This design comes from an exercise in tuning for small area and a short achievable clock period on the open sky130 flow, not from production work. Function was checked by simulation only, so behaviour that the tests miss may differ from the original. No activity file was given, so power comes from the tool's default toggle rates.

==> flow/design.v (outline; a module is shown in full before it is edited, if it fits) <==
// module simd_vector_mac: 5030 lines
module simd_vector_mac (
    input clk,
    input rst_n,
    input valid_i,
    input start_i,
    input last_i,
    input [63:0] A,
    input [63:0] B,
    output vector_mac_valid_o,
    output [37:0] vector_mac_data_o
);
  // ...
==> flow/flow/run.sh <==
#!/bin/bash
# Standard layout, with one netlist step between synthesis and floorplan: bubble2.py chooses the
# polarity of the full-adder cells, fa(~a,~b,~c) = ~fa(a,b,c), and of gates that have a
# complemented twin, so that the netlist needs fewer inverters. Registers are not touched.
# Port buffers are buf_2 cells instead of the delay cells buffer_ports picks by itself.
set -euo pipefail
R=$PWD/orfs/results/$FLOW_PLATFORM/simd_vector_mac/base
LIB=$FLOW_HOME/platforms/$FLOW_PLATFORM/lib/sky130_fd_sc_hd__tt_025C_1v80.lib
bash standard.sh "$R/1_2_yosys.v" > synth.log 2>&1
cp "$R/1_2_yosys.v" "$PWD/1_2_yosys_standard.v"
python3 flow/bubble2.py "$LIB" "$PWD/1_2_yosys_standard.v" "$R/1_2_yosys.v" > bubble.log 2>&1
export BUFFER_PORTS_ARGS="-buffer_cell sky130_fd_sc_hd__buf_2"
bash standard.sh finish > layout.log 2>&1
==> flow/flow/bubble2.py <==
#!/usr/bin/env python3
"""Choose the polarity of every full-adder cell in a flat sky130hd Yosys netlist so that the
netlist needs as few inverters as possible, then rebuild its inverters.

A full adder with all three inputs complemented gives both outputs complemented:
fa(~a, ~b, ~c) = (~sum, ~cout). Synthesis maps many adders in the inverted form and puts an
inverter on adder inputs and outputs. Here every inverter is taken out, each signal is traced to
its source with the parity of the inverters on the way, each adder gets a polarity (0: as it is,
1: all its pins complemented) from a local search, and one inverter is put back for each signal
that some pin needs complemented. Registers, ports and all other cells keep their function and
names; the netlist's function is unchanged.

Gates that have a complemented twin with the same inputs (nand2 and and2, o21ai and o21a, ...)
may also be swapped for their twin where that saves area, so that a signal can be had in either
polarity without an inverter.

usage: bubble2.py LIB IN.v OUT.v
"""
import random, re, sys

libtxt = open(sys.argv[1]).read()
LIB = {}
for m in re.finditer(r'cell\s*\(\s*"?(sky130_fd_sc_hd__\w+)"?\s*\)\s*\{', libtxt):
    nxt = libtxt.find("cell (", m.end())
    seg = libtxt[m.end(): nxt if nxt > 0 else len(libtxt)]
    area = float(re.search(r"area\s*:\s*([0-9.]+)", seg).group(1))
    pins = re.findall(r'pin\s*\(\s*"?(\w+)"?\s*\)\s*\{\s*[^}]*?direction\s*:\s*"?(\w+)"?', seg, re.S)
    LIB[m.group(1)] = (area, {p for p, d in pins if d == "input"}, [p for p, d in pins if d == "output"])
PAIRS = """and2 nand2 and3 nand3 and4 nand4 or2 nor2 or3 nor3 or4 nor4 xor2 xnor2 xor3 xnor3
and2b nand2b and3b nand3b and4b nand4b and4bb nand4bb or2b nor2b or3b nor3b or4b nor4b or4bb nor4bb
a21o a21oi a211o a211oi a2111o a2111oi a21bo a21boi a22o a22oi a221o a221oi a2bb2o a2bb2oi
a311o a311oi a31o a31oi a32o a32oi a41o a41oi o21a o21ai o211a o211ai o2111a o2111ai o21ba o21bai
o221a o221ai o22a o22ai o2bb2a o2bb2ai o311a o311ai o31a o31ai o32a o32ai o41a o41ai mux2 mux2i""".split()
TWIN = {}
for i in range(0, len(PAIRS), 2):
    TWIN[PAIRS[i]] = PAIRS[i + 1]
    TWIN[PAIRS[i + 1]] = PAIRS[i]
P = "sky130_fd_sc_hd__"


def twin_of(typ):
    """The complemented twin cell of typ (same drive if the library has it), or None."""
    mm = re.match(P + r"(\w+?)_(\d+)$", typ)
    if not mm or mm.group(1) not in TWIN or typ not in LIB:
        return None
    base = P + TWIN[mm.group(1)]
    for size in (mm.group(2), "1", "2", "0", "4"):
        t = f"{base}_{size}"
        if t in LIB and LIB[t][1] == LIB[typ][1] and len(LIB[t][2]) == 1 and len(LIB[typ][2]) == 1:
            return t
    return None


src = open(sys.argv[2]).read()
OUT_PINS = {"Y", "X", "SUM", "COUT", "Q", "Q_N", "HI", "LO"}
FA_IN = ("A", "B", "CIN")
INV = "sky130_fd_sc_hd__inv_1"

m = re.search(r"module\s+(\w+)\s*\((.*?)\);(.*)endmodule", src, re.S)
top, portlist, body = m.group(1), m.group(2), m.group(3)
decls, assigns, cells, order, ports = [], [], {}, [], set()
for st in re.split(r";\s*\n", body):
    s = st.strip()
    if not s:
        continue
    if re.match(r"(input|output|inout|wire)\b", s):
        decls.append(s + " ;")
        mm = re.match(r"(input|output|inout)\s+(\[[^\]]*\]\s*)?(\S+)", s)
        if mm:
            ports.add(mm.group(3))
        continue
    if s.startswith("assign"):
        assigns.append(s + " ;")
        continue
    mm = re.match(r"(\S+)\s+(\S+)\s*\((.*)\)\s*$", s, re.S)
    if not mm:
        raise SystemExit("cannot parse: " + s[:200])
    typ, name, conns = mm.groups()
    pins = {pm.group(1): pm.group(2).strip() for pm in re.finditer(r"\.(\w+)\(([^()]*)\)", conns)}
    cells[name] = [typ, pins]
    order.append(name)
if assigns:
    raise SystemExit("netlist has assign statements; not handled")


def is_port(net):
    return re.sub(r"\[\d+\]$", "", net) in ports


driver = {}
for c in order:
    for p, net in cells[c][1].items():
        if p in OUT_PINS:
            driver[net] = c

# removable inverters: every inverter whose output is not a port
inv = {c for c in order if cells[c][0].startswith(("sky130_fd_sc_hd__inv_", "sky130_fd_sc_hd__clkinv_"))
       and not is_port(cells[c][1]["Y"])}
fas = [c for c in order if cells[c][0].startswith("sky130_fd_sc_hd__fa_")]
fixed = {c for c in fas if any(is_port(cells[c][1][p]) for p in ("SUM", "COUT"))}
flip_ok = [c for c in fas if c not in fixed]


def root(net):
    par = 0
    while net in driver and driver[net] in inv:
        net = cells[driver[net]][1]["A"]
        par ^= 1
    return net, par


# loads: every input pin of a kept cell, as (root, parity)
loads = {}          # root -> list of (cell, pin, parity)
pinroot = {}        # (cell, pin) -> (root, parity)
for c in order:
    if c in inv:
        continue
    for p, net in cells[c][1].items():
        if p in OUT_PINS or net.startswith("1'"):
            continue
        r, q = root(net)
        loads.setdefault(r, []).append((c, p, q))
        pinroot[(c, p)] = (r, q)
# inverter outputs that reach nothing are dropped with the inverter

isfa = set(fas)
twin = {}
for c in order:
    if c in inv or c in isfa:
        continue
    t = twin_of(cells[c][0])
    if t and not any(is_port(n) for p, n in cells[c][1].items() if p in OUT_PINS):
        twin[c] = t
var = flip_ok + list(twin)
pol = {c: 0 for c in var}
INV_AREA = LIB[INV][0]
swap_cost = {c: LIB[t][0] - LIB[cells[c][0]][0] for c, t in twin.items()}


def avail(r):
    return pol.get(driver.get(r), 0)


def need(c, p, q):
    return q ^ (pol[c] if (c in isfa and p in FA_IN and c in pol) else 0)


def cost(r):
    a = avail(r)
    return INV_AREA if any(need(c, p, q) != a for (c, p, q) in loads.get(r, ())) else 0.0


def outs(c):
    return [n for p, n in cells[c][1].items() if p in OUT_PINS]


def touched(f):
    rs = set(outs(f))
    if f in isfa:
        for p in FA_IN:
            if (f, p) in pinroot:
                rs.add(pinroot[(f, p)][0])
    return rs


def own(f):
    return swap_cost.get(f, 0.0) * pol[f]


def total():
    return sum(cost(r) for r in loads) + sum(own(c) for c in twin)


start = total()
# Seed the search: adders joined sum/carry to input want p_g = p_f ^ parity; set them by a
# breadth-first walk over those joins, then try each connected group in both polarities.
adj = {f: [] for f in flip_ok}
for r, ls in loads.items():
    f = driver.get(r)
    if f not in adj:
        continue
    for (g, p, q) in ls:
        if g in adj and p in FA_IN and g != f:
            adj[f].append((g, q))
            adj[g].append((f, q))
seen = set()
groups = []
for s0 in flip_ok:
    if s0 in seen:
        continue
    seen.add(s0)
    comp_l = [s0]
    pol[s0] = 0
    queue = [s0]
    while queue:
        f = queue.pop()
        for g, q in adj[f]:
            if g not in seen:
                seen.add(g)
                pol[g] = pol[f] ^ q
                comp_l.append(g)
                queue.append(g)
    groups.append(comp_l)
seeded = total()
for comp_l in groups:
    before = total()
    for f in comp_l:
        pol[f] ^= 1
    if total() >= before:
        for f in comp_l:
            pol[f] ^= 1
if total() > start:
    for f in flip_ok:
        pol[f] = 0
start_seeded = total()
best, best_pol = start_seeded, dict(pol)
cur = start_seeded
rng = random.Random(1)
for it in range(80):
    rng.shuffle(var)
    improved = False
    for f in var:
        rs = touched(f)
        before = sum(cost(r) for r in rs) + own(f)
        pol[f] ^= 1
        after = sum(cost(r) for r in rs) + own(f)
        d = after - before
        if d < -1e-9 or (abs(d) < 1e-9 and rng.random() < 0.3):
            cur += d
            if d < -1e-9:
                improved = True
        else:
            pol[f] ^= 1
    if cur < best - 1e-9:
        best, best_pol = cur, dict(pol)
    if not improved and it > 30:
        break
pol = best_pol
for c, t in twin.items():
    if pol[c]:
        pins = cells[c][1]
        (op,) = [p for p in pins if p in OUT_PINS]
        net = pins.pop(op)
        pins[LIB[t][2][0]] = net
        cells[c][0] = t

# rebuild
newdecl, k = [], [0]
comp = {}


def complement(r):
    if r not in comp:
        k[0] += 1
        nn = f"_bubn{k[0]}_"
        newdecl.append(f"wire {nn};")
        ci = f"_bubinv{k[0]}_"
        cells[ci] = [INV, {"A": r, "Y": nn}]
        order.append(ci)
        comp[r] = nn
    return comp[r]


for c in list(order):
    if c in inv or c not in cells:
        continue
    typ, pins = cells[c]
    for p in list(pins):
        if (c, p) not in pinroot:
            continue
        r, q = pinroot[(c, p)]
        pins[p] = r if need(c, p, q) == avail(r) else complement(r)
for c in inv:
    del cells[c]

n_inv0 = len(inv)
sys.stderr.write(f"bubble2: {len(fas)} adders, {sum(pol[c] for c in flip_ok)} flipped, "
                 f"{sum(pol[c] for c in twin)} of {len(twin)} gates swapped for their twin, "
                 f"inverters {n_inv0} -> {len(comp)} (area cost {start:.1f}, seeded {start_seeded:.1f}, "
                 f"{len(groups)} groups, final {best:.1f})\n")

out = [f"module {top}({portlist});"]
out += ["  " + d for d in decls]
out += ["  " + d for d in newdecl]
for name in order:
    if name not in cells:
        continue
    typ, pins = cells[name]
    conn = ",\n".join(f"    .{p}({n}{' ' if n.startswith(chr(92)) else ''})" for p, n in pins.items())
    out.append(f"  {typ} {name} (\n{conn}\n  );")
out.append("endmodule")
open(sys.argv[3], "w").write("\n".join(out) + "\n")
==> flow/standard.sh <==
#!/bin/bash
# synth_recipe.tcl (not shown) runs the flow's synth.tcl, then flattens the netlist and writes it again
# the make line also repeats each setting of config.mk as NAME=value (left out here)
make -C /OpenROAD-flow-scripts/flow DESIGN_CONFIG=/design/flow/config.mk WORK_HOME=/design/flow/orfs CLKGATE_MAP_FILE= SYNTH_SCRIPT=/design/flow/synth_recipe.tcl "${@:-finish}"
==> flow/config.mk <==
export PLATFORM = sky130hd
export DESIGN_NAME = simd_vector_mac
export DESIGN_NICKNAME = simd_vector_mac
export VERILOG_FILES = /design/flow/design.v
export SDC_FILE = /design/flow/constraint.sdc
export NUM_CORES = 4
export LEC_CHECK = 0
export ABC_AREA = 1
export CAP_MARGIN = 20
export CORE_MARGIN = 2
export CORE_UTILIZATION = 40
export PLACE_DENSITY = 0.8
export SETUP_SLACK_MARGIN = 2.3
export SLEW_MARGIN = 20
==> flow/constraint.sdc <==
create_clock -name core_clock -period 4.5 [get_ports {clk}]
set_input_delay 0.9000 -clock core_clock [delete_from_list [all_inputs] [get_ports {clk}]]
set_output_delay 0.9000 -clock core_clock [all_outputs]
set_load 0.01 [all_outputs]
==> notes.md, run 1 <==
vias in the first global route=between 20000 and 30000; crit end category=flop; Layout Skew=0.0283 ns; Critical R2R Launch=acc_zero; Clock group=6.92 mW; Setup WS post-layout=between 2 and 2.5 ns; clk root buf=clkbuf_16; gpl congestion=0.964; dominant class by area=multi-input combinational cells; pre-CTS WS=1.32 ns; Worst path most repeated cell=fa_2; Site Rows=117; status=complete, no violations; Final min period=~2.4 ns; multi-input gate share of total cell area=0.539; max_slew headroom=0.349; Min Hold Slack=about 0.11 ns; Pint=between 20 and 25 mW; sequential share of power=0.309; Tot Pwr=between 30 and 40 mW; Max Slew Vio Count=0; synthesized area per cell=~11 sq um; CTS sink cnt=730; DRC Markers=0; unrepaired setup endpoints after global routing=true; bufs w/o clock=240; Reg area=approximately 15000 sq um; Crit path depth=4; crit path capture=acc_s[20]; ClkCell Share=0.0573; CTS resizes=95; width of the die=about 320 um; M2 GR Usage=0.395; GRT Max-Usage Layer=met2
==> run 2: changes to the inputs <==
--- a/flow/design.v
+++ b/flow/design.v
@@ -647,19 +647,19 @@
     wire bp634;
     wire bp635;
     wire bp636;
     wire bp637;
     wire bp638;
     wire bp639;
     wire bn640;
     logic [37:0] acc_s, acc_c;   
-    logic acc_zero;   
-    wire [37:0] as_g = acc_zero ? '0 : acc_s;
-    wire [37:0] ac_g = acc_zero ? '0 : acc_c;
+    logic acc_keep;   
+    wire [37:0] as_g = acc_s & {38{acc_keep}};
+    wire [37:0] ac_g = acc_c & {38{acc_keep}};
     wire s641;
     wire c642;
     wire s643;
     wire c644;
     wire s645;
     wire c646;
     wire s647;
     wire c648;
@@ -4232,156 +4232,156 @@
     assign s1729 = t7_3 ^ as_g[2];
     assign c1730 = t7_3 & as_g[2];
     assign s1731 = t7_4 ^ as_g[3];
     assign c1732 = t7_4 & as_g[3];
     assign s1733 = t7_5 ^ as_g[4];
     assign c1734 = t7_5 & as_g[4];
     assign s1735 = t7_6 ^ as_g[5];
     assign c1736 = t7_6 & as_g[5];
-    assign s1737 = s1677 ^ t7_9 ^ as_g[6];
-    assign c1738 = (s1677 & t7_9) | (s1677 & as_g[6]) | (t7_9 & as_g[6]);
-    assign s1739 = s1679 ^ as_g[7] ^ ac_g[7];
-    assign c1740 = (s1679 & as_g[7]) | (s1679 & ac_g[7]) | (as_g[7] & ac_g[7]);
-    assign s1741 = s1681 ^ as_g[8] ^ ac_g[8];
-    assign c1742 = (s1681 & as_g[8]) | (s1681 & ac_g[8]) | (as_g[8] & ac_g[8]);
-    assign s1743 = s1683 ^ as_g[9] ^ ac_g[9];
-    assign c1744 = (s1683 & as_g[9]) | (s1683 & ac_g[9]) | (as_g[9] & ac_g[9]);
-    assign s1745 = s1685 ^ as_g[10] ^ ac_g[10];
-    assign c1746 = (s1685 & as_g[10]) | (s1685 & ac_g[10]) | (as_g[10] & ac_g[10]);
-    assign s1747 = s1687 ^ as_g[11] ^ ac_g[11];
-    assign c1748 = (s1687 & as_g[11]) | (s1687 & ac_g[11]) | (as_g[11] & ac_g[11]);
-    assign s1749 = s1689 ^ as_g[12] ^ ac_g[12];
-    assign c1750 = (s1689 & as_g[12]) | (s1689 & ac_g[12]) | (as_g[12] & ac_g[12]);
-    assign s1751 = s1691 ^ as_g[13] ^ ac_g[13];
-    assign c1752 = (s1691 & as_g[13]) | (s1691 & ac_g[13]) | (as_g[13] & ac_g[13]);
-    assign s1753 = s1693 ^ as_g[14] ^ ac_g[14];
-    assign c1754 = (s1693 & as_g[14]) | (s1693 & ac_g[14]) | (as_g[14] & ac_g[14]);
-    assign s1755 = s1695 ^ as_g[15] ^ ac_g[15];
-    assign c1756 = (s1695 & as_g[15]) | (s1695 & ac_g[15]) | (as_g[15] & ac_g[15]);
-    assign s1757 = s1697 ^ as_g[16] ^ ac_g[16];
-    assign c1758 = (s1697 & as_g[16]) | (s1697 & ac_g[16]) | (as_g[16] & ac_g[16]);
-    assign s1759 = s1699 ^ s1701 ^ ac_g[17];
-    assign c1760 = (s1699 & s1701) | (s1699 & ac_g[17]) | (s1701 & ac_g[17]);
-    assign s1761 = s1703 ^ ac_g[18] ^ c1700;
-    assign c1762 = (s1703 & ac_g[18]) | (s1703 & c1700) | (ac_g[18] & c1700);
-    assign s1763 = s1705 ^ s1707 ^ ac_g[19];
-    assign c1764 = (s1705 & s1707) | (s1705 & ac_g[19]) | (s1707 & ac_g[19]);
-    assign s1765 = s1709 ^ ac_g[20] ^ c1706;
-    assign c1766 = (s1709 & ac_g[20]) | (s1709 & c1706) | (ac_g[20] & c1706);
+    assign s1737 = t7_9 ^ s1677 ^ as_g[6];
+    assign c1738 = (t7_9 & s1677) | (t7_9 & as_g[6]) | (s1677 & as_g[6]);
+    assign s1739 = s1679 ^ c1678 ^ as_g[7];
+    assign c1740 = (s1679 & c1678) | (s1679 & as_g[7]) | (c1678 & as_g[7]);
+    assign s1741 = s1681 ^ c1680 ^ as_g[8];
+    assign c1742 = (s1681 & c1680) | (s1681 & as_g[8]) | (c1680 & as_g[8]);
+    assign s1743 = s1683 ^ c1682 ^ as_g[9];
+    assign c1744 = (s1683 & c1682) | (s1683 & as_g[9]) | (c1682 & as_g[9]);
+    assign s1745 = s1685 ^ c1684 ^ as_g[10];
+    assign c1746 = (s1685 & c1684) | (s1685 & as_g[10]) | (c1684 & as_g[10]);
+    assign s1747 = s1687 ^ c1686 ^ as_g[11];
+    assign c1748 = (s1687 & c1686) | (s1687 & as_g[11]) | (c1686 & as_g[11]);
+    assign s1749 = s1689 ^ c1688 ^ as_g[12];
+    assign c1750 = (s1689 & c1688) | (s1689 & as_g[12]) | (c1688 & as_g[12]);
+    assign s1751 = s1691 ^ c1690 ^ as_g[13];
+    assign c1752 = (s1691 & c1690) | (s1691 & as_g[13]) | (c1690 & as_g[13]);
+    assign s1753 = s1693 ^ c1692 ^ as_g[14];
+    assign c1754 = (s1693 & c1692) | (s1693 & as_g[14]) | (c1692 & as_g[14]);
+    assign s1755 = s1695 ^ c1694 ^ as_g[15];
+    assign c1756 = (s1695 & c1694) | (s1695 & as_g[15]) | (c1694 & as_g[15]);
+    assign s1757 = s1697 ^ c1696 ^ as_g[16];
+    assign c1758 = (s1697 & c1696) | (s1697 & as_g[16]) | (c1696 & as_g[16]);
+    assign s1759 = c1698 ^ ac_g[17] ^ s1699;
+    assign c1760 = (c1698 & ac_g[17]) | (c1698 & s1699) | (ac_g[17] & s1699);
+    assign s1761 = ac_g[18] ^ c1700 ^ c1702;
+    assign c1762 = (ac_g[18] & c1700) | (ac_g[18] & c1702) | (c1700 & c1702);
+    assign s1763 = ac_g[19] ^ s1705 ^ s1707;
+    assign c1764 = (ac_g[19] & s1705) | (ac_g[19] & s1707) | (s1705 & s1707);
+    assign s1765 = ac_g[20] ^ c1706 ^ c1708;
+    assign c1766 = (ac_g[20] & c1706) | (ac_g[20] & c1708) | (c1706 & c1708);
     assign s1767 = s1711 ^ as_g[21] ^ ac_g[21];
     assign c1768 = (s1711 & as_g[21]) | (s1711 & ac_g[21]) | (as_g[21] & ac_g[21]);
-    assign s1769 = s1713 ^ as_g[22] ^ ac_g[22];
-    assign c1770 = (s1713 & as_g[22]) | (s1713 & ac_g[22]) | (as_g[22] & ac_g[22]);
+    assign s1769 = c1712 ^ as_g[22] ^ ac_g[22];
+    assign c1770 = (c1712 & as_g[22]) | (c1712 & ac_g[22]) | (as_g[22] & ac_g[22]);
     assign s1771 = s1715 ^ as_g[23] ^ ac_g[23];
     assign c1772 = (s1715 & as_g[23]) | (s1715 & ac_g[23]) | (as_g[23] & ac_g[23]);
-    assign s1773 = s1717 ^ as_g[24] ^ ac_g[24];
-    assign c1774 = (s1717 & as_g[24]) | (s1717 & ac_g[24]) | (as_g[24] & ac_g[24]);
+    assign s1773 = c1716 ^ as_g[24] ^ ac_g[24];
+    assign c1774 = (c1716 & as_g[24]) | (c1716 & ac_g[24]) | (as_g[24] & ac_g[24]);
     assign s1775 = s1719 ^ as_g[25] ^ ac_g[25];
     assign c1776 = (s1719 & as_g[25]) | (s1719 & ac_g[25]) | (as_g[25] & ac_g[25]);
-    assign s1777 = t7_54 ^ as_g[26] ^ ac_g[26];
-    assign c1778 = (t7_54 & as_g[26]) | (t7_54 & ac_g[26]) | (as_g[26] & ac_g[26]);
-    assign s1779 = s1721 ^ t7_57 ^ as_g[27];
-    assign c1780 = (s1721 & t7_57) | (s1721 & as_g[27]) | (t7_57 & as_g[27]);
-    assign s1781 = t7_58 ^ as_g[28] ^ ac_g[28];
-    assign c1782 = (t7_58 & as_g[28]) | (t7_58 & ac_g[28]) | (as_g[28] & ac_g[28]);
-    assign s1783 = s1723 ^ t7_61 ^ as_g[29];
-    assign c1784 = (s1723 & t7_61) | (s1723 & as_g[29]) | (t7_61 & as_g[29]);
-    assign s1785 = t7_62 ^ as_g[30] ^ ac_g[30];
-    assign c1786 = (t7_62 & as_g[30]) | (t7_62 & ac_g[30]) | (as_g[30] & ac_g[30]);
+    assign s1777 = t7_54 ^ c1720 ^ as_g[26];
+    assign c1778 = (t7_54 & c1720) | (t7_54 & as_g[26]) | (c1720 & as_g[26]);
+    assign s1779 = t7_57 ^ s1721 ^ as_g[27];
+    assign c1780 = (t7_57 & s1721) | (t7_57 & as_g[27]) | (s1721 & as_g[27]);
+    assign s1781 = t7_58 ^ c1722 ^ as_g[28];
+    assign c1782 = (t7_58 & c1722) | (t7_58 & as_g[28]) | (c1722 & as_g[28]);
+    assign s1783 = t7_61 ^ s1723 ^ as_g[29];
+    assign c1784 = (t7_61 & s1723) | (t7_61 & as_g[29]) | (s1723 & as_g[29]);
+    assign s1785 = t7_62 ^ c1724 ^ as_g[30];
+    assign c1786 = (t7_62 & c1724) | (t7_62 & as_g[30]) | (c1724 & as_g[30]);
     assign s1787 = t7_63 ^ as_g[31];
     assign c1788 = t7_63 & as_g[31];
     assign s1789 = t7_64 ^ t7_65 ^ as_g[32];
     assign c1790 = (t7_64 & t7_65) | (t7_64 & as_g[32]) | (t7_65 & as_g[32]);
     assign s1791 = t7_66 ^ as_g[33];
     assign c1792 = t7_66 & as_g[33];
     assign s1793 = t7_67 ^ as_g[34];
     assign c1794 = t7_67 & as_g[34];
     assign s1795 = t7_68 ^ as_g[35];
     assign c1796 = t7_68 & as_g[35];
     assign s1797 = t7_69 ^ as_g[36];
     assign c1798 = t7_69 & as_g[36];
     assign s1799 = t7_70 ^ as_g[37];
     assign c1800 = t7_70 & as_g[37];
     assign s1801 = s1725 ^ as_g[0];
     assign c1802 = s1725 & as_g[0];
-    assign s1803 = s1727 ^ ac_g[1] ^ c1726;
-    assign c1804 = (s1727 & ac_g[1]) | (s1727 & c1726) | (ac_g[1] & c1726);
-    assign s1805 = s1729 ^ ac_g[2] ^ c1728;
-    assign c1806 = (s1729 & ac_g[2]) | (s1729 & c1728) | (ac_g[2] & c1728);
-    assign s1807 = s1731 ^ ac_g[3] ^ c1730;
-    assign c1808 = (s1731 & ac_g[3]) | (s1731 & c1730) | (ac_g[3] & c1730);
-    assign s1809 = s1733 ^ ac_g[4] ^ c1732;
-    assign c1810 = (s1733 & ac_g[4]) | (s1733 & c1732) | (ac_g[4] & c1732);
-    assign s1811 = s1735 ^ ac_g[5] ^ c1734;
-    assign c1812 = (s1735 & ac_g[5]) | (s1735 & c1734) | (ac_g[5] & c1734);
-    assign s1813 = s1737 ^ ac_g[6] ^ c1736;
-    assign c1814 = (s1737 & ac_g[6]) | (s1737 & c1736) | (ac_g[6] & c1736);
-    assign s1815 = s1739 ^ c1678 ^ c1738;
-    assign c1816 = (s1739 & c1678) | (s1739 & c1738) | (c1678 & c1738);
-    assign s1817 = s1741 ^ c1680 ^ c1740;
-    assign c1818 = (s1741 & c1680) | (s1741 & c1740) | (c1680 & c1740);
-    assign s1819 = s1743 ^ c1682 ^ c1742;
-    assign c1820 = (s1743 & c1682) | (s1743 & c1742) | (c1682 & c1742);
-    assign s1821 = s1745 ^ c1684 ^ c1744;
-    assign c1822 = (s1745 & c1684) | (s1745 & c1744) | (c1684 & c1744);
-    assign s1823 = s1747 ^ c1686 ^ c1746;
-    assign c1824 = (s1747 & c1686) | (s1747 & c1746) | (c1686 & c1746);
-    assign s1825 = s1749 ^ c1688 ^ c1748;
-    assign c1826 = (s1749 & c1688) | (s1749 & c1748) | (c1688 & c1748);
-    assign s1827 = s1751 ^ c1690 ^ c1750;
-    assign c1828 = (s1751 & c1690) | (s1751 & c1750) | (c1690 & c1750);
-    assign s1829 = s1753 ^ c1692 ^ c1752;
-    assign c1830 = (s1753 & c1692) | (s1753 & c1752) | (c1692 & c1752);
-    assign s1831 = s1755 ^ c1694 ^ c1754;
-    assign c1832 = (s1755 & c1694) | (s1755 & c1754) | (c1694 & c1754);
-    assign s1833 = s1757 ^ c1696 ^ c1756;
-    assign c1834 = (s1757 & c1696) | (s1757 & c1756) | (c1696 & c1756);
-    assign s1835 = s1759 ^ c1698 ^ c1758;
-    assign c1836 = (s1759 & c1698) | (s1759 & c1758) | (c1698 & c1758);
-    assign s1837 = s1761 ^ c1702 ^ c1760;
-    assign c1838 = (s1761 & c1702) | (s1761 & c1760) | (c1702 & c1760);
-    assign s1839 = s1763 ^ c1704 ^ c1762;
-    assign c1840 = (s1763 & c1704) | (s1763 & c1762) | (c1704 & c1762);
-    assign s1841 = s1765 ^ c1708 ^ c1764;
-    assign c1842 = (s1765 & c1708) | (s1765 & c1764) | (c1708 & c1764);
+    assign s1803 = c1726 ^ ac_g[1] ^ s1727;
+    assign c1804 = (c1726 & ac_g[1]) | (c1726 & s1727) | (ac_g[1] & s1727);
+    assign s1805 = ac_g[2] ^ s1729 ^ c1728;
+    assign c1806 = (ac_g[2] & s1729) | (ac_g[2] & c1728) | (s1729 & c1728);
+    assign s1807 = ac_g[3] ^ s1731 ^ c1730;
+    assign c1808 = (ac_g[3] & s1731) | (ac_g[3] & c1730) | (s1731 & c1730);
+    assign s1809 = ac_g[4] ^ s1733 ^ c1732;
+    assign c1810 = (ac_g[4] & s1733) | (ac_g[4] & c1732) | (s1733 & c1732);
+    assign s1811 = ac_g[5] ^ s1735 ^ c1734;
+    assign c1812 = (ac_g[5] & s1735) | (ac_g[5] & c1734) | (s1735 & c1734);
+    assign s1813 = ac_g[6] ^ c1736 ^ s1737;
+    assign c1814 = (ac_g[6] & c1736) | (ac_g[6] & s1737) | (c1736 & s1737);
+    assign s1815 = ac_g[7] ^ s1739 ^ c1738;
+    assign c1816 = (ac_g[7] & s1739) | (ac_g[7] & c1738) | (s1739 & c1738);
+    assign s1817 = ac_g[8] ^ s1741 ^ c1740;
+    assign c1818 = (ac_g[8] & s1741) | (ac_g[8] & c1740) | (s1741 & c1740);
+    assign s1819 = ac_g[9] ^ s1743 ^ c1742;
+    assign c1820 = (ac_g[9] & s1743) | (ac_g[9] & c1742) | (s1743 & c1742);
+    assign s1821 = ac_g[10] ^ s1745 ^ c1744;
+    assign c1822 = (ac_g[10] & s1745) | (ac_g[10] & c1744) | (s1745 & c1744);
+    assign s1823 = ac_g[11] ^ s1747 ^ c1746;
+    assign c1824 = (ac_g[11] & s1747) | (ac_g[11] & c1746) | (s1747 & c1746);
+    assign s1825 = ac_g[12] ^ s1749 ^ c1748;
+    assign c1826 = (ac_g[12] & s1749) | (ac_g[12] & c1748) | (s1749 & c1748);
+    assign s1827 = ac_g[13] ^ s1751 ^ c1750;
+    assign c1828 = (ac_g[13] & s1751) | (ac_g[13] & c1750) | (s1751 & c1750);
+    assign s1829 = ac_g[14] ^ s1753 ^ c1752;
+    assign c1830 = (ac_g[14] & s1753) | (ac_g[14] & c1752) | (s1753 & c1752);
+    assign s1831 = ac_g[15] ^ s1755 ^ c1754;
+    assign c1832 = (ac_g[15] & s1755) | (ac_g[15] & c1754) | (s1755 & c1754);
+    assign s1833 = ac_g[16] ^ s1757 ^ c1756;
+    assign c1834 = (ac_g[16] & s1757) | (ac_g[16] & c1756) | (s1757 & c1756);
+    assign s1835 = s1701 ^ c1758 ^ s1759;
+    assign c1836 = (s1701 & c1758) | (s1701 & s1759) | (c1758 & s1759);
+    assign s1837 = s1703 ^ c1760 ^ s1761;
+    assign c1838 = (s1703 & c1760) | (s1703 & s1761) | (c1760 & s1761);
+    assign s1839 = c1704 ^ s1763 ^ c1762;
+    assign c1840 = (c1704 & s1763) | (c1704 & c1762) | (s1763 & c1762);
+    assign s1841 = s1709 ^ s1765 ^ c1764;
+    assign c1842 = (s1709 & s1765) | (s1709 & c1764) | (s1765 & c1764);
     assign s1843 = s1767 ^ c1710 ^ c1766;
     assign c1844 = (s1767 & c1710) | (s1767 & c1766) | (c1710 & c1766);
-    assign s1845 = s1769 ^ c1712 ^ c1768;
-    assign c1846 = (s1769 & c1712) | (s1769 & c1768) | (c1712 & c1768);
-    assign s1847 = s1771 ^ c1714 ^ c1770;
-    assign c1848 = (s1771 & c1714) | (s1771 & c1770) | (c1714 & c1770);
-    assign s1849 = s1773 ^ c1716 ^ c1772;
-    assign c1850 = (s1773 & c1716) | (s1773 & c1772) | (c1716 & c1772);
-    assign s1851 = s1775 ^ c1718 ^ c1774;
-    assign c1852 = (s1775 & c1718) | (s1775 & c1774) | (c1718 & c1774);
-    assign s1853 = s1777 ^ c1720 ^ c1776;
-    assign c1854 = (s1777 & c1720) | (s1777 & c1776) | (c1720 & c1776);
-    assign s1855 = s1779 ^ ac_g[27] ^ c1778;
-    assign c1856 = (s1779 & ac_g[27]) | (s1779 & c1778) | (ac_g[27] & c1778);
-    assign s1857 = s1781 ^ c1722 ^ c1780;
-    assign c1858 = (s1781 & c1722) | (s1781 & c1780) | (c1722 & c1780);
-    assign s1859 = s1783 ^ ac_g[29] ^ c1782;
-    assign c1860 = (s1783 & ac_g[29]) | (s1783 & c1782) | (ac_g[29] & c1782);
-    assign s1861 = s1785 ^ c1724 ^ c1784;
-    assign c1862 = (s1785 & c1724) | (s1785 & c1784) | (c1724 & c1784);
-    assign s1863 = s1787 ^ ac_g[31] ^ c1786;
-    assign c1864 = (s1787 & ac_g[31]) | (s1787 & c1786) | (ac_g[31] & c1786);
-    assign s1865 = s1789 ^ ac_g[32] ^ c1788;
-    assign c1866 = (s1789 & ac_g[32]) | (s1789 & c1788) | (ac_g[32] & c1788);
-    assign s1867 = s1791 ^ ac_g[33] ^ c1790;
-    assign c1868 = (s1791 & ac_g[33]) | (s1791 & c1790) | (ac_g[33] & c1790);
-    assign s1869 = s1793 ^ ac_g[34] ^ c1792;
-    assign c1870 = (s1793 & ac_g[34]) | (s1793 & c1792) | (ac_g[34] & c1792);
-    assign s1871 = s1795 ^ ac_g[35] ^ c1794;
-    assign c1872 = (s1795 & ac_g[35]) | (s1795 & c1794) | (ac_g[35] & c1794);
-    assign s1873 = s1797 ^ ac_g[36] ^ c1796;
-    assign c1874 = (s1797 & ac_g[36]) | (s1797 & c1796) | (ac_g[36] & c1796);
-    assign s1875 = s1799 ^ ac_g[37] ^ c1798;
-    assign c1876 = (s1799 & ac_g[37]) | (s1799 & c1798) | (ac_g[37] & c1798);
+    assign s1845 = s1713 ^ s1769 ^ c1768;
+    assign c1846 = (s1713 & s1769) | (s1713 & c1768) | (s1769 & c1768);
+    assign s1847 = c1714 ^ s1771 ^ c1770;
+    assign c1848 = (c1714 & s1771) | (c1714 & c1770) | (s1771 & c1770);
+    assign s1849 = s1717 ^ s1773 ^ c1772;
+    assign c1850 = (s1717 & s1773) | (s1717 & c1772) | (s1773 & c1772);
+    assign s1851 = c1718 ^ s1775 ^ c1774;
+    assign c1852 = (c1718 & s1775) | (c1718 & c1774) | (s1775 & c1774);
+    assign s1853 = ac_g[26] ^ s1777 ^ c1776;
+    assign c1854 = (ac_g[26] & s1777) | (ac_g[26] & c1776) | (s1777 & c1776);
+    assign s1855 = ac_g[27] ^ s1779 ^ c1778;
+    assign c1856 = (ac_g[27] & s1779) | (ac_g[27] & c1778) | (s1779 & c1778);
+    assign s1857 = ac_g[28] ^ s1781 ^ c1780;
+    assign c1858 = (ac_g[28] & s1781) | (ac_g[28] & c1780) | (s1781 & c1780);
+    assign s1859 = ac_g[29] ^ s1783 ^ c1782;
+    assign c1860 = (ac_g[29] & s1783) | (ac_g[29] & c1782) | (s1783 & c1782);
+    assign s1861 = ac_g[30] ^ s1785 ^ c1784;
+    assign c1862 = (ac_g[30] & s1785) | (ac_g[30] & c1784) | (s1785 & c1784);
+    assign s1863 = ac_g[31] ^ s1787 ^ c1786;
+    assign c1864 = (ac_g[31] & s1787) | (ac_g[31] & c1786) | (s1787 & c1786);
+    assign s1865 = ac_g[32] ^ c1788 ^ s1789;
+    assign c1866 = (ac_g[32] & c1788) | (ac_g[32] & s1789) | (c1788 & s1789);
+    assign s1867 = ac_g[33] ^ s1791 ^ c1790;
+    assign c1868 = (ac_g[33] & s1791) | (ac_g[33] & c1790) | (s1791 & c1790);
+    assign s1869 = ac_g[34] ^ s1793 ^ c1792;
+    assign c1870 = (ac_g[34] & s1793) | (ac_g[34] & c1792) | (s1793 & c1792);
+    assign s1871 = ac_g[35] ^ s1795 ^ c1794;
+    assign c1872 = (ac_g[35] & s1795) | (ac_g[35] & c1794) | (s1795 & c1794);
+    assign s1873 = ac_g[36] ^ s1797 ^ c1796;
+    assign c1874 = (ac_g[36] & s1797) | (ac_g[36] & c1796) | (s1797 & c1796);
+    assign s1875 = ac_g[37] ^ s1799 ^ c1798;
+    assign c1876 = (ac_g[37] & s1799) | (ac_g[37] & c1798) | (s1799 & c1798);
     wire [37:0] row0 = {s1875, s1873, s1871, s1869, s1867, s1865, s1863, s1861, s1859, s1857, s1855, s1853, s1851, s1849, s1847, s1845, s1843, s1841, s1839, s1837, s1835, s1833, s1831, s1829, s1827, s1825, s1823, s1821, s1819, s1817, s1815, s1813, s1811, s1809, s1807, s1805, s1803, s1801};
     wire [37:0] row1 = {c1874, c1872, c1870, c1868, c1866, c1864, c1862, c1860, c1858, c1856, c1854, c1852, c1850, c1848, c1846, c1844, c1842, c1840, c1838, c1836, c1834, c1832, c1830, c1828, c1826, c1824, c1822, c1820, c1818, c1816, c1814, c1812, c1810, c1808, c1806, c1804, c1802, ac_g[0]};
     assign v_p[0] = valid_i;
     assign s_p[0] = valid_i & start_i;
     assign l_p[0] = valid_i & last_i;
     assign clr[0] = 1'b0;
     always_ff @(posedge clk or negedge rst_n)
         if (!rst_n) begin
@@ -5002,18 +5002,18 @@
         t7_65 <= c1676 & v_p[2];
         t7_66 <= v_p[2];
         t7_67 <= v_p[2];
         t7_68 <= v_p[2];
         t7_69 <= v_p[2];
         t7_70 <= v_p[2];
     end
     always_ff @(posedge clk or negedge rst_n)
-        if (!rst_n) acc_zero <= 1'b1;
-        else        acc_zero <= s_p[2] | clr[2];
+        if (!rst_n) acc_keep <= 1'b0;
+        else        acc_keep <= ~(s_p[2] | clr[2]);
     always_ff @(posedge clk) begin
         acc_s <= row0;
         acc_c <= row1;
     end
     logic [37:0] res_d;
     logic res_v, out_v;
     always_ff @(posedge clk or negedge rst_n)
         if (!rst_n) begin
==> notes.md, run 2 <==
max_slew headroom=0.376 (was 0.349); CTS tree=done (unchanged); synthesis warning total=1 (unchanged); Clock transition at path regs=0.06 ns (about the same); most frequent cells in the layout=dfxtp_1, fa_1, xor2_1 (unchanged); most common cell after layout, fill and taps aside=dfxtp_1 (unchanged); R2R cell count=3 (was 4); Routed WL=128000 um (was 130000 um); Tot Pwr=35.6 mW (was 36.1 mW); Wirelength per Cell=24.2 um (was 24.4 um); Final Hold Viols=0 (unchanged); Final min period=2.22 ns (was 2.39 ns); Min Hold Slack=0.120 ns (was 0.114 ns); Arrival @ worst endpoint=2.73 ns (was 2.90 ns); worst-case vdd ir drop=0.457 mV (was 0.593 mV); routed vias=28700 (was 28400); Post-Syn Area=42000 sq um (was 41000 sq um); die height=328 um (was 324 um); unrepaired setup endpoints after global routing=true (unchanged); multi-input logic area=26400 sq um (was 26100 sq um); worst-path fanout max=1 (was 7); post-DP HPWL=97900 um (was 97800 um); antenna violations before repair=7 (was 11); startpoint type of the worst setup path=flop (unchanged); max_cap viols=0 (unchanged); setup violators final=0 (unchanged); Max Fclk=449 MHz (was 418 MHz); critical path required time=5.00 ns (was 5.01 ns); Post-Place Cells=5125 (was 5101); Max Slew Vio Count=0 (unchanged); crit end category=flop (unchanged); Initial Utilization=0.404 (was 0.403); Critical R2R Launch=t1_124 (was acc_zero); nets=4625 (was 4637); fin cells=5300 (was 5312); R2R Path End=t4_39 (was acc_s[20]); CTS sink cnt=731 (was 730); reg2reg setup slack=2.28 ns (was 2.11 ns); ANT nets after route=0 (unchanged); CTS Buffer Depth=3 (unchanged); vias in the first global route=29500 (was 29300); setup TNS=0 ns (unchanged); drt pass-1 iters=6 (unchanged); final worst path period share=0.494 (was 0.531); layout cells sized above 1=0.214 (was 0.221); global-route wire length before repair=190000 um (was 191000 um); Min-Delay Path Class=in2async (unchanged); Layout Skew=0.0319 ns (was 0.0283 ns); Pleak=20.8 nW (about the same); # hold bufs at CTS=0 (unchanged); syn_nets=4528 (was 4519); status=complete, no violations (unchanged); Area Overhead vs Synth=15.0% (was 18.1%); Critical Setup Path Class=reg2reg (unchanged); top flop regs=acc_c: 38 flops, acc_s: 38 flops, res_d: 38 flops (was acc_s: 38 flops, res_d: 38 flops, acc_c: 37 flops); die area=108000 sq um (was 105000 sq um); number of buffers created by CTS=79 (was 82); DRC Markers=0 (unchanged); ant diodes=0 (was 3); I/O Buffers=171 (unchanged); total track usage=0.239 (was 0.248); clk root buf=clkbuf_16 (unchanged); pin count of the biggest net entering global routing=42 (unchanged); power per cell area=737 nW/um^2 (was 746 nW/um^2); Cells after Synth=3763 (was 3755); gpl congestion=0.973 (was 0.964); Site Rows=118 (was 117); Core Area=104000 sq um (was 102000 sq um); io pins=172 (unchanged); synthesized area per cell=11.2 sq um (was 10.9 sq um); Remaining Overflow, GRT=0 (unchanged); filler cell count=9177 (was 8968); Via density=5.42 (was 5.35); H-tree Lvls=3 (unchanged); Worst Tran Pin Value=0.927 ns (was 0.975 ns); Reg area=14700 sq um (about the same); width of the die=328 um (was 324 um); DRT iter0 DRCs=2738 (was 2991); clock latency on the worst-skew pair=0.65 ns (about the same)
==> run 2: cell types whose count changed in the layout (fill, tap and decap cells not counted), sizes merged, moves of 3 or more <==
cell    before  now
or2          3    8
diode        3    0
clkinv      23   14
nand2      388  418
buf        236  219
nor2       177  131
inv        344  310
and2        60  108
==> run 2: timing repair <==
item / in CTS / in global routing
buffers inserted: 26 / 8
pin swaps: 11 / 15
endpoints found under the setup margin: 320 / 131
hold endpoints to repair: 0 / 0
resized for setup: 42 / 58
==> run 2: cell type report <==
cell class | count | area share
multi-input combinational | 2512 | 0.546
tap | 1380 | 0.0358
clock buffer | 107 | 0.0469
sequential | 731 | 0.305
timing repair buffer | 225 | 0.0320
clock inverter | 34 | 0.00842
inverter | 311 | 0.0260
==> run 2: power by group <==
group | switching, mW | total (mW) | internal, mW
combinational | 10.2 | 17.7 | 7.50
clock | 2.79 | 6.74 | 3.95
sequential | 1.82 | 11.1 | 9.31
total | 14.8 | 35.6 | 20.8
==> run 2: critical path: stages (launching register included) <==
cell     delay (ns)
dfxtp_1        0.35
fa_1           0.74
fa_1           0.49
fa_1           0.51
==> run 2: how the worst max path moves through the flow <==
stage / endpoint / slack (ns) / startpoint / cells after the start
3_5_place_dp: t1_21 / 1.14 / B[3] / 6
3_3_place_gp: t1_144 / 1.16 / B[3] / 6
2_1_floorplan: t1_113 / 2.09 / B[49] / 8
5_1_grt: t1_356 / 2.28 / B[9] / 7
4_1_cts: t1_21 / 2.28 / B[1] / 6
6_report: t4_39 / 2.28 / t1_124 / 3
==> run 2: through the flow <==
stage / setup WS, ns / cell area [sq um] / util
finish: 2.28 / 48300 / 0.465
global route: 2.28 / 48300 / 0.465
CTS: 2.28 / 47900 / 0.462
detailed placement: 1.14 / 44800 / 0.432
global placement: 1.16 / 44800 / 0.432
floorplan: 2.09 / 43800 / -
==> run 2: routing by layer <==
layer / up-vias / share of wire / global-route usage
met5: - / 0 / 0
met4: 0 / 0.071 / 0.141
met3: 348 / 0.094 / 0.0498
met2: 1567 / 0.45 / 0.375
met1: 14400 / 0.38 / 0.303
li1: 12400 / - / -
==> run 3: changes to the inputs <==
--- a/flow/config.mk
+++ b/flow/config.mk
@@ -9,6 +9,6 @@
 export CAP_MARGIN = 20
 export CORE_MARGIN = 2
 export CORE_UTILIZATION = 40
-export PLACE_DENSITY = 0.8
+export PLACE_DENSITY = 0.9
 export SETUP_SLACK_MARGIN = 2.3
 export SLEW_MARGIN = 20
==> notes.md, run 3 <==
clk root buf=clkbuf_16 (unchanged); setup TNS=0 ns (unchanged); CTS sink cnt=731 (unchanged); H-tree Lvls=3 (unchanged); Arrival @ worst endpoint=2.83 ns (was 2.73 ns); Area Overhead vs Synth=15.4% (was 15.0%); DRT iter0 DRCs=3638 (was 2738); worst-case vdd ir drop=0.534 mV (was 0.457 mV); Initial Utilization=0.404 (unchanged); drt pass-1 iters=7 (was 6); post-DP HPWL=100000 um (was 97900 um); DRC Markers=0 (unchanged); Remaining Overflow, GRT=0 (unchanged); Clock transition at path regs=0.07 ns (was 0.06 ns); most frequent cells in the layout=dfxtp_1, fa_1, xor2_1 (unchanged); critical path required time=5.04 ns (was 5.00 ns); CTS tree=done (unchanged); power per cell area=776 nW/um^2 (was 737 nW/um^2); status=complete, no violations (unchanged); Min-Delay Path Class=in2async (unchanged); crit end category=flop (unchanged); global-route wire length before repair=204000 um (was 190000 um); layout cells sized above 1=0.218 (was 0.214); gpl congestion=0.988 (was 0.973); ant diodes=0 (unchanged); vias in the first global route=31100 (was 29500); Pleak=20.9 nW (was 20.8 nW); unrepaired setup endpoints after global routing=true (unchanged); Routed WL=140000 um (was 128000 um); Post-Place Cells=5118 (was 5125); placed inst area=44800 sq um (about the same); Final Hold Viols=0 (unchanged); synthesized area per cell=11.2 sq um (unchanged); nets=4622 (was 4625); Cells after Synth=3763 (unchanged); die height=328 um (unchanged); Post-Syn Area=42000 sq um (unchanged); pin count of the biggest net entering global routing=41 (was 42); top flop regs=acc_c: 38 flops, acc_s: 38 flops, res_d: 38 flops (unchanged); Max Slew Vio Count=0 (unchanged); routed vias=29900 (was 28700); syn_nets=4528 (unchanged); ANT nets after route=0 (unchanged); Worst Tran Pin Value=0.959 ns (was 0.927 ns); worst-path fanout max=1 (unchanged); width of the die=328 um (unchanged); Final min period=2.29 ns (was 2.22 ns); number of buffers created by CTS=77 (was 79); total track usage=0.258 (was 0.239); Via density=5.64 (was 5.42); io pins=172 (unchanged); fin util=0.466 (was 0.465); synthesis warning total=1 (unchanged); max_cap viols=0 (unchanged); CTS Buffer Depth=3 (unchanged); Critical Setup Path Class=reg2reg (unchanged); antenna violations before repair=12 (was 7); clock latency on the worst-skew pair=0.65 ns (about the same); Wirelength per Cell=26.3 um (was 24.2 um); I/O Buffers=171 (unchanged); design area=48400 sq um (was 48300 sq um); max_slew headroom=0.360 (was 0.376); Tot Pwr=37.6 mW (was 35.6 mW); Site Rows=118 (unchanged); most common cell after layout, fill and taps aside=dfxtp_1 (unchanged); Max Fclk=437 MHz (was 449 MHz); fin cells=5296 (was 5300); setup violators final=0 (unchanged); Layout Skew=0.0286 ns (was 0.0319 ns); startpoint type of the worst setup path=flop (unchanged); die area=108000 sq um (unchanged); Core Area=104000 sq um (unchanged); final worst path period share=0.509 (was 0.494)
[run 3: path summary, 6_finish.rpt]
kind                       start     end  slack, ns  depth (start not counted)
min in group core_clock    res_v   out_v       0.34                          0
max in group asynchronous  rst_n  clr[1]       4.11                          1
max reg2reg                t4_65   t7_28       2.21                          5
min reg2reg                res_v   out_v       0.34                          0
max                        t4_65   t7_28       2.21                          5
min                        rst_n   out_v       0.12                          1
[run 3: repair_timing]
action | 4_1_cts | 5_1_grt
pin swaps | 18 | 9
hold buffers | 0 | 0
cloned | 0 | 0
endpoints found under the setup margin | 371 | 164
gates resized for setup | 55 | 62
setup buffers | 30 | 10
[run 3: metal layers]
metal	routed length, um	global-route usage	vias up
li1	-	-	12400
met1	47700	0.297	14700
met2	62000	0.401	2175
met3	16700	0.0822	668
met4	13200	0.193	12
met5	88	0	-
[run 3: layout make-up]
class                           instances  area [sq um]
Clock buffer                           98          2170
Clock inverter                         40           593
Fill cell                            8779         55400
Inverter                              311          1270
Multi-Input combinational cell       2512         26400
Sequential cell                       731         14700
Tap cell                             1380          1730
Timing Repair Buffer                  224          1590
[run 3: stage by stage]
| step | setup slack [ns] | hold slack [ns] |
|---|---|---|
| 2_1_floorplan | 2.09 | 0.310 |
| 3_3_place_gp | 1.18 | 0.335 |
| 3_5_place_dp | 1.10 | 0.337 |
| 4_1_cts | 2.24 | 0.0906 |
| 5_1_grt | 2.24 | 0.105 |
| 6_report | 2.21 | 0.120 |
[run 3: worst max-delay path, cell delays in order (launching register included)]
cell	delay (ns)
dfxtp_1	0.35
fa_1	0.63
fa_1	0.46
fa_1	0.52
inv_1	0.07
nor2_1	0.16
[run 3: where the power goes]
part	total [mW]	internal [mW]	switching, mW
Combinational	19.3	7.95	11.3
Sequential	11.3	9.31	1.97
Clock	7.04	4.18	2.86
Total	37.6	21.4	16.1
==> run 4: changes to the inputs <==
--- a/flow/config.mk
+++ b/flow/config.mk
@@ -9,6 +9,6 @@
 export CAP_MARGIN = 20
 export CORE_MARGIN = 2
 export CORE_UTILIZATION = 40
-export PLACE_DENSITY = 0.9
-export SETUP_SLACK_MARGIN = 2.3
+export PLACE_DENSITY = 0.8
+export SETUP_SLACK_MARGIN = 2.4
 export SLEW_MARGIN = 20
==> notes.md, run 4 <==
Remaining Overflow, GRT=0 (unchanged); Routed WL=132000 um (was 140000 um); DRT iter0 DRCs=3064 (was 3638); vias in the first global route=29500 (was 31100); multi-input logic area=27400 sq um (was 26400 sq um); Final min period=2.19 ns (was 2.29 ns); Wirelength per Cell=24.7 um (was 26.3 um); Min Hold Slack=0.134 ns (was 0.120 ns); I/O Buffers=171 (unchanged); Critical R2R Launch=t4_123 (was t4_65); clock latency on the worst-skew pair=0.64 ns (was 0.65 ns); Area Overhead vs Synth=19.8% (was 15.4%); pin count of the biggest net entering global routing=45 (was 41); top flop regs=acc_c: 38 flops, acc_s: 38 flops, res_d: 38 flops (unchanged); H-tree Lvls=3 (unchanged); placed inst area=45600 sq um (was 44800 sq um); CTS sink cnt=731 (unchanged); Pleak=21.2 nW (was 20.9 nW); worst-case vdd ir drop=0.539 mV (was 0.534 mV); CTS Buffer Depth=3 (unchanged); Switching Fraction=0.416 (was 0.430); sequential share of power=0.305 (was 0.300); Setup WS post-layout=2.31 ns (was 2.21 ns); total track usage=0.244 (was 0.258); Post-Place Cells=5121 (was 5118); Max Fclk=457 MHz (was 437 MHz); Cells after Synth=3763 (unchanged); routed vias=28800 (was 29900); final worst path period share=0.487 (was 0.509); Arrival @ worst endpoint=2.76 ns (was 2.83 ns); unrepaired setup endpoints after global routing=true (unchanged); worst-path fanout max=1 (unchanged); layout cells sized above 1=0.295 (was 0.218); filler cell count=8882 (was 8779); Layout Skew=0.0269 ns (was 0.0286 ns); Min-Delay Path Class=in2async (unchanged); post-DP HPWL=99300 um (was 100000 um); Site Rows=118 (unchanged); Max Slew Vio Count=0 (unchanged); status=complete, no violations (unchanged); DRC Markers=0 (unchanged); synthesis warning total=1 (unchanged); max_cap viols=0 (unchanged); fin cells=5354 (was 5296); gpl congestion=0.969 (was 0.988); global-route wire length before repair=193000 um (was 204000 um); ANT nets after route=0 (unchanged); syn_nets=4528 (unchanged); width of the die=328 um (unchanged); Clk network pwr share=0.191 (was 0.187); Clock transition at path regs=0.06 ns (was 0.07 ns); Initial Utilization=0.404 (unchanged); most common cell after layout, fill and taps aside=dfxtp_1 (unchanged); Setup crit start=t4_123 (was t4_65); max_slew headroom=0.359 (was 0.360); nets=4675 (was 4622); synthesized area per cell=11.2 sq um (unchanged); critical path required time=5.07 ns (was 5.04 ns); die area=108000 sq um (unchanged); Reg area=14700 sq um (about the same); setup TNS=0 ns (unchanged); die height=328 um (unchanged); Worst Tran Pin Value=0.951 ns (was 0.959 ns); io pins=172 (unchanged); clk root buf=clkbuf_16 (unchanged); CTS tree=done (unchanged); crit end category=flop (unchanged); antenna violations before repair=8 (was 12); startpoint type of the worst setup path=flop (unchanged); drt pass-1 iters=6 (was 7); net switching power=15.2 mW (was 16.1 mW); Post-Syn Area=42000 sq um (unchanged); Combinational Power Share=0.504 (was 0.513); # hold bufs at CTS=0 (unchanged); number of buffers created by CTS=78 (was 77); Final Hold Viols=0 (unchanged); Core Area=104000 sq um (unchanged); power per cell area=729 nW/um^2 (was 776 nW/um^2); Pint=21.4 mW (about the same); Critical Setup Path Class=reg2reg (unchanged); setup violators final=0 (unchanged); design area=50300 sq um (was 48400 sq um); pre-CTS WS=1.17 ns (was 1.10 ns); Via density=5.38 (was 5.64); most frequent cells in the layout=dfxtp_1, xor2_1, fa_1 (was dfxtp_1, fa_1, xor2_1)
-- run 4: worst paths after layout --
path                            cells after the start  slack [ns]  endpoint
worst max register to register                      5        2.31     t7_54
min in group core_clock                             0        0.32      t4_1
max in group asynchronous                           1        4.09    clr[1]
worst max-delay path                                5        2.31     t7_54
worst min-delay path                                1        0.13     out_v
worst min register to register                      0        0.32      t4_1
-- run 4: per-layer routing --
metal / wire length [um] / share of wire / GRT usage
met5: 23 / 0.00017 / 0
met4: 8970 / 0.068 / 0.135
met3: 12000 / 0.091 / 0.0490
met2: 60300 / 0.46 / 0.382
met1: 51000 / 0.39 / 0.316
-- run 4: what timing repair did --
action	in CTS	in global routing
resized for setup	106	122
buffers inserted	47	38
cloned	0	4
pin swaps	30	40
endpoints found under the setup margin	397	161
-- run 4: power by group through the flow --
stage               clock, mW  sequential [mW]  combinational (mW)
finish                   6.99             11.2                18.5
global route             7.30             11.3                20.3
CTS                      7.04             11.1                17.9
detailed placement          0             11.2                17.3
global placement            0             11.2                16.5
floorplan                   0             10.5                10.9
-- run 4: cell type report --
class,instances,area share
Timing Repair Buffer,275,0.0443
Clock inverter,34,0.00983
Clock buffer,108,0.0455
Antenna cell,2,0.0000996
Timing Repair inverter,1,0.0000996
Sequential cell,731,0.293
Tap cell,1380,0.0343
Multi-Input combinational cell,2512,0.545
Inverter,311,0.0282
-- run 4: critical path: stages (launching register included) --
cell	delay, ns
dfxtp_2	0.32
fa_1	0.59
fa_1	0.47
fa_2	0.62
inv_2	0.04
nor2_1	0.08
-- run 4: metrics by stage --
stage | utilization | power, mW
after CTS | 0.475 | 36.0
after global placement | 0.440 | 27.7
after global routing | 0.484 | 38.9
after floorplan | - | 21.4
final | 0.484 | 36.6
after detailed placement | 0.440 | 28.5
==> run 5: changes to the inputs <==
--- a/flow/config.mk
+++ b/flow/config.mk
@@ -10,5 +10,5 @@
 export CORE_MARGIN = 2
 export CORE_UTILIZATION = 40
 export PLACE_DENSITY = 0.8
-export SETUP_SLACK_MARGIN = 2.4
+export SETUP_SLACK_MARGIN = 2.35
 export SLEW_MARGIN = 20
==> notes.md, run 5 <==
nets=4652 (was 4675); Post-Place Cells=5128 (was 5121); syn_nets=4528 (unchanged); synthesized area per cell=11.2 sq um (unchanged); Routed WL=134000 um (was 132000 um); io pins=172 (unchanged); max_cap viols=0 (unchanged); antenna violations before repair=8 (unchanged); reg2reg setup slack=2.22 ns (was 2.31 ns); Site Rows=118 (unchanged); DRC Markers=0 (unchanged); Max Slew Vio Count=0 (unchanged); Tot Pwr=36.2 mW (was 36.6 mW); Min Hold Slack=0.114 ns (was 0.134 ns); ANT nets after route=0 (unchanged); vias in the first global route=30100 (was 29500); R2R cell count=5 (unchanged); pin count of the biggest net entering global routing=42 (was 45); clk root buf=clkbuf_16 (unchanged); Setup crit start=t4_57 (was t4_123); Initial Utilization=0.404 (unchanged); CTS tree=done (unchanged); design area=49100 sq um (was 50300 sq um); startpoint type of the worst setup path=flop (unchanged); status=complete, no violations (unchanged); # hold bufs at CTS=0 (unchanged); most common cell after layout, fill and taps aside=dfxtp_1 (unchanged); gpl congestion=0.990 (was 0.969); Via density=5.47 (was 5.38); Switching Fraction=0.422 (was 0.416); setup TNS=0 ns (unchanged); Max Fclk=439 MHz (was 457 MHz); Combinational Power Share=0.502 (was 0.504); number of buffers created by CTS=78 (unchanged); routed vias=29200 (was 28800); placed inst area=45200 sq um (was 45600 sq um); Pleak=21.1 nW (was 21.2 nW); net switching power=15.3 mW (was 15.2 mW); power per cell area=737 nW/um^2 (was 729 nW/um^2); top flop regs=acc_c: 38 flops, acc_s: 38 flops, res_d: 38 flops (unchanged); pre-CTS WS=1.25 ns (was 1.17 ns); fin util=0.473 (was 0.484); worst-case vdd ir drop=0.442 mV (was 0.539 mV); CTS sink cnt=731 (unchanged); worst-path fanout max=1 (unchanged); Clock transition at path regs=0.07 ns (was 0.06 ns); Layout Skew=0.0339 ns (was 0.0269 ns); crit path capture=t7_26 (was t7_54); Final Hold Viols=0 (unchanged); M2 GR Usage=0.395 (was 0.382); Cells after Synth=3763 (unchanged); Min-Delay Path Class=in2async (unchanged); synthesis warning total=1 (unchanged); fin cells=5334 (was 5354); global-route wire length before repair=196000 um (was 193000 um); Core Area=104000 sq um (unchanged); Arrival @ worst endpoint=2.84 ns (was 2.76 ns); Critical R2R Launch=t4_57 (was t4_123); GRT Max-Usage Layer=met2 (unchanged); critical path required time=5.06 ns (was 5.07 ns); crit end category=flop (unchanged); die area=108000 sq um (unchanged); drt pass-1 iters=5 (was 6); final worst path period share=0.507 (was 0.487); Clk network pwr share=0.188 (was 0.191); total track usage=0.247 (was 0.244); unrepaired setup endpoints after global routing=true (unchanged); setup violators final=0 (unchanged); max_slew headroom=0.229 (was 0.359); DRT iter0 DRCs=2984 (was 3064); Pint=20.9 mW (was 21.4 mW); post-DP HPWL=100000 um (was 99300 um); width of the die=328 um (unchanged); clock latency on the worst-skew pair=0.66 ns (was 0.64 ns); R2R Path End=t7_26 (was t7_54); die height=328 um (unchanged); CTS Buffer Depth=3 (unchanged); layout cells sized above 1=0.242 (was 0.295); H-tree Lvls=3 (unchanged); Critical Setup Path Class=reg2reg (unchanged); Wirelength per Cell=25.1 um (was 24.7 um); Final min period=2.28 ns (was 2.19 ns); Worst Tran Pin Value=1.14 ns (was 0.951 ns); global routing usage on met3=0.0588 (was 0.0490); Area Overhead vs Synth=17.1% (was 19.8%); most frequent cells in the layout=dfxtp_1, fa_1, xor2_1 (was dfxtp_1, xor2_1, fa_1); Post-Syn Area=42000 sq um (unchanged); I/O Buffers=171 (unchanged); Setup WS post-layout=2.22 ns (was 2.31 ns); sequential share of power=0.310 (was 0.305); met1 Use GR=0.305 (was 0.316); Remaining Overflow, GRT=0 (unchanged)
[run 5: cell count changes in the layout (fill, tap and decap cells not counted), sizes merged]
cell	change
clkinvlp	-26
diode	-1
inv	+27
clkbuf	-3
bufinv	-4
clkinv	+7
buf	-20
[run 5: how the worst min path moves through the flow]
| stage | from | endpoint | slack, ns | cells past startpoint |
|---|---|---|---|---|
| after global placement | t1_3 | t4_1 | 0.32 | 0 |
| after global routing | rst_n | out_v | 0.10 | 1 |
| final | rst_n | out_v | 0.11 | 1 |
| after detailed placement | t1_3 | t4_1 | 0.31 | 0 |
| after CTS | rst_n | out_v | 0.08 | 1 |
| after floorplan | t1_3 | t4_1 | 0.31 | 0 |
[run 5: critical path, cell delays in order, from the launching register on]
cell	delay, ns
dfxtp_1	0.33
fa_1	0.61
fa_1	0.48
fa_1	0.58
inv_1	0.07
nor2_1	0.11
[run 5: final cells by class]
| class | instances | area, sq um |
|---|---|---|
| antenna | 1 | 2.50 |
| clock buffer | 107 | 2230 |
| clock inverter | 39 | 479 |
| fill | 9059 | 54600 |
| inverter | 311 | 1310 |
| multi-input combinational | 2512 | 26800 |
| sequential | 731 | 14700 |
| tap | 1380 | 1730 |
| timing repair buffer | 253 | 1850 |
[run 5: timing repair]
item	CTS	global route
cloned	0	1
pin swaps	13	26
endpoints found under the setup margin	361	169
buffers inserted	23	35
gates resized for setup	64	85
hold endpoints to repair	0	0
[run 5: per-layer routing]
metal / routed length, um / vias to the layer above
met3: 13100 / 411
met5: 61 / -
met1: 49500 / 14600
li1: - / 12400
met2: 61700 / 1682
met4: 9720 / 10
[run 5: power by group through the flow]
stage | Clock, mW | Combinational (mW) | Sequential (mW)
after floorplan | 0 | 10.8 | 10.5
after global placement | 0 | 16.2 | 11.2
after detailed placement | 0 | 17.1 | 11.3
after CTS | 6.84 | 17.8 | 11.2
after global routing | 7.07 | 19.9 | 11.4
final | 6.80 | 18.2 | 11.2
==> run 6: changes to the inputs <==
--- a/flow/config.mk
+++ b/flow/config.mk
@@ -9,6 +9,7 @@
 export CAP_MARGIN = 20
 export CORE_MARGIN = 2
 export CORE_UTILIZATION = 40
+export GPL_ROUTABILITY_DRIVEN = 0
 export PLACE_DENSITY = 0.8
-export SETUP_SLACK_MARGIN = 2.35
+export SETUP_SLACK_MARGIN = 2.3
 export SLEW_MARGIN = 20
==> notes.md, run 6 <==
DRT iter0 DRCs=3236 (was 2984); ANT nets after route=0 (unchanged); final worst path period share=0.509 (was 0.507); Final min period=2.29 ns (was 2.28 ns); unrepaired setup endpoints after global routing=true (unchanged); Pleak=20.8 nW (was 21.1 nW); crit end category=flop (unchanged); Max Slew Vio Count=0 (unchanged); global-route wire length before repair=198000 um (was 196000 um); die area=108000 sq um (unchanged); Max Fclk=437 MHz (was 439 MHz); DRC Markers=0 (unchanged); setup violators final=0 (unchanged); critical path cell sequence=buf_6 > nand2_1 > nand2_2 > o21ai_4 > buf_12 > o22ai_1 > xor2_1 > fa_1 (was fa_1 > fa_1 > fa_1 > inv_1 > nor2_1); Arrival @ worst endpoint=2.79 ns (was 2.84 ns); Area Overhead vs Synth=15.2% (was 17.1%); total track usage=0.250 (was 0.247); Critical Setup Path Class=in2reg (was reg2reg); sequential share of power=0.307 (was 0.310); CTS sink cnt=731 (unchanged); Initial Utilization=0.404 (unchanged); Combinational Power Share=0.503 (was 0.502); die height=328 um (unchanged); H-tree Lvls=3 (unchanged); synthesis warning total=1 (unchanged); synthesized area per cell=11.2 sq um (unchanged); Cells after Synth=3763 (unchanged); I/O Buffers=171 (unchanged); # hold bufs at CTS=0 (unchanged); power per cell area=762 nW/um^2 (was 737 nW/um^2); Remaining Overflow, GRT=0 (unchanged); startpoint type of the worst setup path=input port (was flop); max_cap viols=0 (unchanged); max_slew headroom=0.359 (was 0.229); CTS Buffer Depth=3 (unchanged); nets=4618 (was 4652); post-DP HPWL=98500 um (was 100000 um); Routed WL=135000 um (was 134000 um); worst-path fanout max=21 (was 1); filler cell count=8948 (was 9059); pin count of the biggest net entering global routing=42 (unchanged); Slowest-stage cell, CP=fa_1 (unchanged); Wirelength per Cell=25.5 um (was 25.1 um); width of the die=328 um (unchanged); top flop regs=acc_c: 38 flops, acc_s: 38 flops, res_d: 38 flops (unchanged); vias in the first global route=30500 (was 30100); worst-case vdd ir drop=0.448 mV (was 0.442 mV); Final Hold Viols=0 (unchanged); critical path required time=5.00 ns (was 5.06 ns); Core Area=104000 sq um (unchanged); antenna violations before repair=8 (unchanged); Post-Syn Area=42000 sq um (unchanged); drt pass-1 iters=9 (was 5); setup TNS=0 ns (unchanged); CTS tree=done (unchanged); clock latency on the worst-skew pair=0.66 ns (about the same); number of buffers created by CTS=79 (was 78); Layout Skew=0.0214 ns (was 0.0339 ns); Min Hold Slack=0.115 ns (was 0.114 ns); clk root buf=clkbuf_16 (unchanged); syn_nets=4528 (unchanged); most frequent cells in the layout=dfxtp_1, fa_1, xor2_1 (unchanged); Clock transition at path regs=0.06 ns (was 0.07 ns); status=complete, no violations (unchanged); Min-Delay Path Class=in2async (unchanged); max incr delay on CP=0.57 ns (was 0.61 ns); Switching Fraction=0.425 (was 0.422); Via density=5.52 (was 5.47); routed vias=29200 (about the same); Pint=21.2 mW (was 20.9 mW); layout cells sized above 1=0.217 (was 0.242); Clk network pwr share=0.190 (was 0.188); most common cell after layout, fill and taps aside=dfxtp_1 (unchanged); net switching power=15.7 mW (was 15.3 mW); io pins=172 (unchanged); Worst Tran Pin Value=0.952 ns (was 1.14 ns); Site Rows=118 (unchanged)
[run 6: power by group through the flow]
stage	clock [mW]	sequential [mW]	combinational, mW
floorplan	0	10.5	10.8
global placement	0	11.1	16.0
detailed placement	0	11.2	17.1
CTS	7.02	11.2	17.9
global route	7.28	11.4	20.2
finish	7.00	11.3	18.5
[run 6: worst max-delay path: cells and delay by family]
kind,cells,cell delay (ns)
AOI/OAI and AO/OA,2,0.21
xor gates and xnor gates,1,0.34
adders and majority gates,1,0.57
buffers and inverters,2,0.38
and+or+nand+nor,2,0.35
[run 6: final cells by class]
class	instances	area (sq um)	area share
multi-input combinational	2512	26300	0.545
sequential	731	14700	0.304
clock buffer	104	2200	0.0455
tap	1380	1730	0.0357
timing repair buffer	218	1510	0.0313
inverter	311	1260	0.0260
clock inverter	40	591	0.0122
antenna	1	2.50	0.0000518
[run 6: worst paths after layout]
| check | start | endpoint | slack [ns] | cells after the start |
|---|---|---|---|---|
| max | B[17] | t1_14 | 2.21 | 8 |
| min | rst_n | s_p[1] | 0.11 | 1 |
| max reg2reg | t1_382 | t4_137 | 2.23 | 3 |
| min reg2reg | t1_3 | t4_1 | 0.33 | 0 |
| max in group asynchronous | rst_n | clr[2] | 4.12 | 1 |
| min in group core_clock | t1_3 | t4_1 | 0.33 | 0 |
[run 6: repair_timing]
item,in CTS,in global routing
setup endpoints to repair,368,127
cloned,0,1
setup buffers,22,13
gates resized for setup,57,51
pin swaps,14,21
[run 6: through the flow]
stage | setup slack, ns | area, sq um | std cells | utilization | total power, mW
floorplan | 2.09 | 43800 | 3763 | - | 21.3
global placement | 1.10 | 44700 | 5116 | 0.431 | 27.1
detailed placement | 1.07 | 44700 | 5116 | 0.431 | 28.3
CTS | 2.21 | 48000 | 5282 | 0.462 | 36.1
global route | 2.24 | 48300 | 5296 | 0.466 | 38.9
finish | 2.21 | 48300 | 5297 | 0.466 | 36.8
[run 6: metal layers]
metal | track usage | vias to the layer above | part of all wire
met2 | 0.390 | 1912 | 0.45
li1 | - | 12400 | -
met4 | 0.166 | 2 | 0.085
met1 | 0.300 | 14400 | 0.36
met3 | 0.0751 | 523 | 0.11
met5 | 0 | - | 0.00011

what the ideal ports hide:
The flow's constraints put no driver on any port. The routed layouts listed below were extracted and timed again, unchanged, in two steps.
Step 1 assumes that a clkbuf_16 drives the clock port and a buf_2 every other input.
Step 2 adds t to the input delays and takes it off the output delays; t is the mean of the earliest and latest rising clock arrival at the registers after step 1. Input paths then give back, and output paths get back, about the clock's delay inside the block.
Three values: no drivers, after step 1, after step 2; two values: the first two.
run	shift t [ns]	slack for setup (ns)	hold slack, ns	worst setup path at the end	worst data-port slew with drivers (ns)
run 1	0.698	2.109 / 2.109 / 1.580	0.114 / 0.070 / 0.340	input to register	0.10
run 2	0.700	2.275 / 2.275 / 1.630	0.120 / 0.072 / 0.329	input to register	0.07
run 3	0.702	2.211 / 2.211 / 1.610	0.120 / 0.074 / 0.344	input to register	0.09
run 4	0.699	2.310 / 2.310 / 1.719	0.134 / 0.085 / 0.325	input to register	0.10
run 5	0.710	2.220 / 2.220 / 1.574	0.114 / 0.070 / 0.328	input to register	0.13
run 6	0.714	2.209 / 2.228 / 1.528	0.115 / 0.067 / 0.329	input to register	0.08
After both steps setup and hold are still met in every run listed. The setup slack of run 6, which loses most, moves by +0.019 ns with the drivers and by -0.681 ns with both steps.
